Context: an optimization exercise on an open-source flow, tuned for small area, a short achievable clock period and few clock cycles. The choices shown serve that exercise and are no tape-out recipe.
At most, simulation tests tie the RTL to the original design; equivalence was not proved.

// Milestone1
module Milestone1(
	 input logic Clock,
	 input logic resetn,
	 input logic start,
	 input logic  [15:0] SRAM_read_data,
	 output logic [15:0] SRAM_write_data,
	 output logic done,
	 output logic SRAM_we_n,
	 output logic [17:0] SRAM_address
);
Size in the first run: about 1,900 cells after synthesis, about 55 I/O pins.
export LEC_CHECK = 0
export CAP_MARGIN = 20
export CORE_MARGIN = 2
export CORE_UTILIZATION = 70
export CTS_CLUSTER_DIAMETER = 90
export CTS_CLUSTER_SIZE = 28
export SETUP_SLACK_MARGIN = 5
export SLEW_MARGIN = 20
create_clock -name core_clock -period 11.0 [get_ports {Clock}]
standard.sh (not shown) runs the stock make flow with config.mk's settings and CLKGATE_MAP_FILE= SYNTH_SCRIPT=/design/flow/synth_recipe.tcl, a recipe that flattens the netlist after the stock synthesis.
==> flow/flow/run.sh <==
#!/bin/bash
# The standard layout (standard.sh) with three changes:
#  - timing repair aims MARGIN ns below the clock period (SETUP_SLACK_MARGIN);
#  - the port buffers are buf_2 cells (the default picks a delay buffer);
#  - after the standard synthesis, flow/polarity.py removes inverters around
#    full adders (a full adder with all inputs and outputs inverted is the
#    same full adder); registers are untouched.
set -euo pipefail
MARGIN=${MARGIN:-7.8}
sed -e "s/SETUP_SLACK_MARGIN=[0-9.]*/SETUP_SLACK_MARGIN=$MARGIN/" \
    -e "s/CLKGATE_MAP_FILE= /CLKGATE_MAP_FILE= 'BUFFER_PORTS_ARGS=-buffer_cell sky130_fd_sc_hd__buf_2' 'CTS_ARGS=-sink_clustering_enable -repair_clock_nets -sink_clustering_size 28 -sink_clustering_max_diameter 90 -dont_use_dummy_load' /" \
    standard.sh > standard_margin.sh
grep -q "BUFFER_PORTS_ARGS" standard_margin.sh
grep -q "SETUP_SLACK_MARGIN=$MARGIN" standard_margin.sh
bash standard_margin.sh synth > synth.log 2>&1
RES=orfs/results/${FLOW_PLATFORM}/Milestone1/base
cp $RES/1_2_yosys.v 1_2_yosys.orig.v
python3 flow/polarity.py 1_2_yosys.orig.v $RES/1_2_yosys.v > polarity.log 2>&1
rm -f $RES/1_synth.odb $RES/1_synth.sdc
bash standard_margin.sh > layout.log 2>&1
Other scripts of this flow, unchanged in this note and not shown: flow/flow/polarity.py
The baseline finished clean.
Testbench counts at the start, summed over its fixed seeds: cycles 1,152,162.
Change:
--- a/flow/flow/run.sh
+++ b/flow/flow/run.sh
@@ -11 +11 @@
-    -e "s/CLKGATE_MAP_FILE= /CLKGATE_MAP_FILE= 'BUFFER_PORTS_ARGS=-buffer_cell sky130_fd_sc_hd__buf_2' 'CTS_ARGS=-sink_clustering_enable -repair_clock_nets -sink_clustering_size 28 -sink_clustering_max_diameter 90 -dont_use_dummy_load' /" \
+    -e "s/CLKGATE_MAP_FILE= /CLKGATE_MAP_FILE= 'BUFFER_PORTS_ARGS=-buffer_cell sky130_fd_sc_hd__buf_2' 'CTS_ARGS=-sink_clustering_enable -repair_clock_nets -sink_clustering_size 28 -sink_clustering_max_diameter 90 -sink_clustering_levels 1' /" \
What happened:
- register-to-register slack improved by 0.03 ns
- routed wire length stays flat
- area after synthesis is unchanged
- worst setup slack hardly moves
- die area does not change
- global-route usage increases by 0.10 points
- non-clock buffer count decreases by 4
- via count climbs by 0.31%
Change:
--- a/flow/flow/run.sh
+++ b/flow/flow/run.sh
@@ -11 +11 @@
-    -e "s/CLKGATE_MAP_FILE= /CLKGATE_MAP_FILE= 'BUFFER_PORTS_ARGS=-buffer_cell sky130_fd_sc_hd__buf_2' 'CTS_ARGS=-sink_clustering_enable -repair_clock_nets -sink_clustering_size 28 -sink_clustering_max_diameter 90 -sink_clustering_levels 1' /" \
+    -e "s/CLKGATE_MAP_FILE= /CLKGATE_MAP_FILE= 'BUFFER_PORTS_ARGS=-buffer_cell sky130_fd_sc_hd__buf_2' 'CTS_ARGS=-sink_clustering_enable -repair_clock_nets -sink_clustering_size 28 -sink_clustering_max_diameter 90 -distance_between_buffers 500 -branching_point_buffers_distance 500' /" \
Utilization does not change.
Wire length is unchanged.
Cell count is unchanged.
Change:
--- a/flow/flow/run.sh
+++ b/flow/flow/run.sh
@@ -9 +9 @@
-MARGIN=${MARGIN:-7.8}
+MARGIN=${MARGIN:-7.7}
@@ -11 +11 @@
-    -e "s/CLKGATE_MAP_FILE= /CLKGATE_MAP_FILE= 'BUFFER_PORTS_ARGS=-buffer_cell sky130_fd_sc_hd__buf_2' 'CTS_ARGS=-sink_clustering_enable -repair_clock_nets -sink_clustering_size 28 -sink_clustering_max_diameter 90 -distance_between_buffers 500 -branching_point_buffers_distance 500' /" \
+    -e "s/CLKGATE_MAP_FILE= /CLKGATE_MAP_FILE= 'BUFFER_PORTS_ARGS=-buffer_cell sky130_fd_sc_hd__buf_2' /" \
Settings changed: CTS_CLUSTER_DIAMETER 90 to 100, CTS_CLUSTER_SIZE 28 to 32.
The new run completed with no timing, DRC or antenna violations; setup slack gets worse by 0.025 ns; design area drops by 1.5%; worst hold slack is better by 0.010 ns; count of clock-buffer cells in the layout decreases by 2; routed wire length barely changes; core utilization drops by 1.2 points.

========
alpha:
Another version of the RTL of Milestone1 (not shown whole).
Size: ~2100 cells after synthesis, ~340 flip-flops, about 55 I/O pins.
clock: 11.0 ns
lec_check: 0
abc_clock_period_in_ps: 5000
cap_margin: 20
core_margin: 2
core_utilization: 60
setup_slack_margin: 5
slew_margin: 20
run.sh (not shown) runs the stock make flow with config.mk's settings and CLKGATE_MAP_FILE= SYNTH_SCRIPT=/design/flow/synth_recipe.tcl, a recipe that flattens the netlist after the stock synthesis.
Stock flow here: none of the scripts above is used.
diff inputs: alpha => beta
- a change of ABC_CLOCK_PERIOD_IN_PS from 5000 to 3500
--- outcome ---
- As far as global-route wire length before repair goes, beta and alpha are indistinguishable; the numbers are identical.
- Aggregate routed wire length came out exactly the same in beta and alpha.
- Compared with alpha, in beta proportion of cell area occupied by multi-input gates now sits at about the same level, met1 track utilization from global routing now sits at about the same level, inverter count of the layout excluding clock inverters now sits at about the same level, post-cts resize count now sits at about the same level.
No run of this note included a check of the RTL's function; only the layout flow was run.

## port drivers added, routing unchanged
In the flow no input, the clock included, has a driving cell. The finished layouts below were timed again as built, in two steps.
Step 1, drivers: a clkbuf_16 drives Clock and a buf_2 each remaining input, both assumed.
Step 2 adds t to the input delays and takes it off the output delays; t is the mean of the earliest and latest rising clock arrival at the registers after step 1. Input paths then give back, and output paths get back, about the clock's delay inside the block.
Slacks: no drivers / after step 1 / after step 2; pairs: no drivers / after step 1.
run | t, ns | setup WS [ns] | hold slack, ns | latest minus earliest clock arrival (ns) | slew at the worst register clock pin (ns)
the first run of note 1 | 0.566 | 7.693 / 7.640 / 7.815 | 0.422 / 0.422 / 0.422 | 0.081 / 0.081 | 0.11 / 0.11
the second run of note 1 | 0.587 | 7.691 / 7.638 / 7.841 | 0.445 / 0.445 / 0.445 | 0.047 / 0.047 | 0.11 / 0.11
the third run of note 1 | 0.587 | 7.691 / 7.638 / 7.841 | 0.445 / 0.445 / 0.445 | 0.047 / 0.047 | 0.11 / 0.11
the fourth run of note 1 | 0.569 | 7.666 / 7.666 / 7.666 | 0.455 / 0.455 / 0.455 | 0.032 / 0.032 | 0.12 / 0.12
alpha | 0.607 | 5.716 / 5.716 / 5.716 | 0.445 / 0.445 / 0.445 | 0.018 / 0.018 | 0.06 / 0.06
beta | 0.607 | 5.716 / 5.716 / 5.716 | 0.445 / 0.445 / 0.445 | 0.018 / 0.018 | 0.06 / 0.06
After both steps every run listed still meets setup and hold.
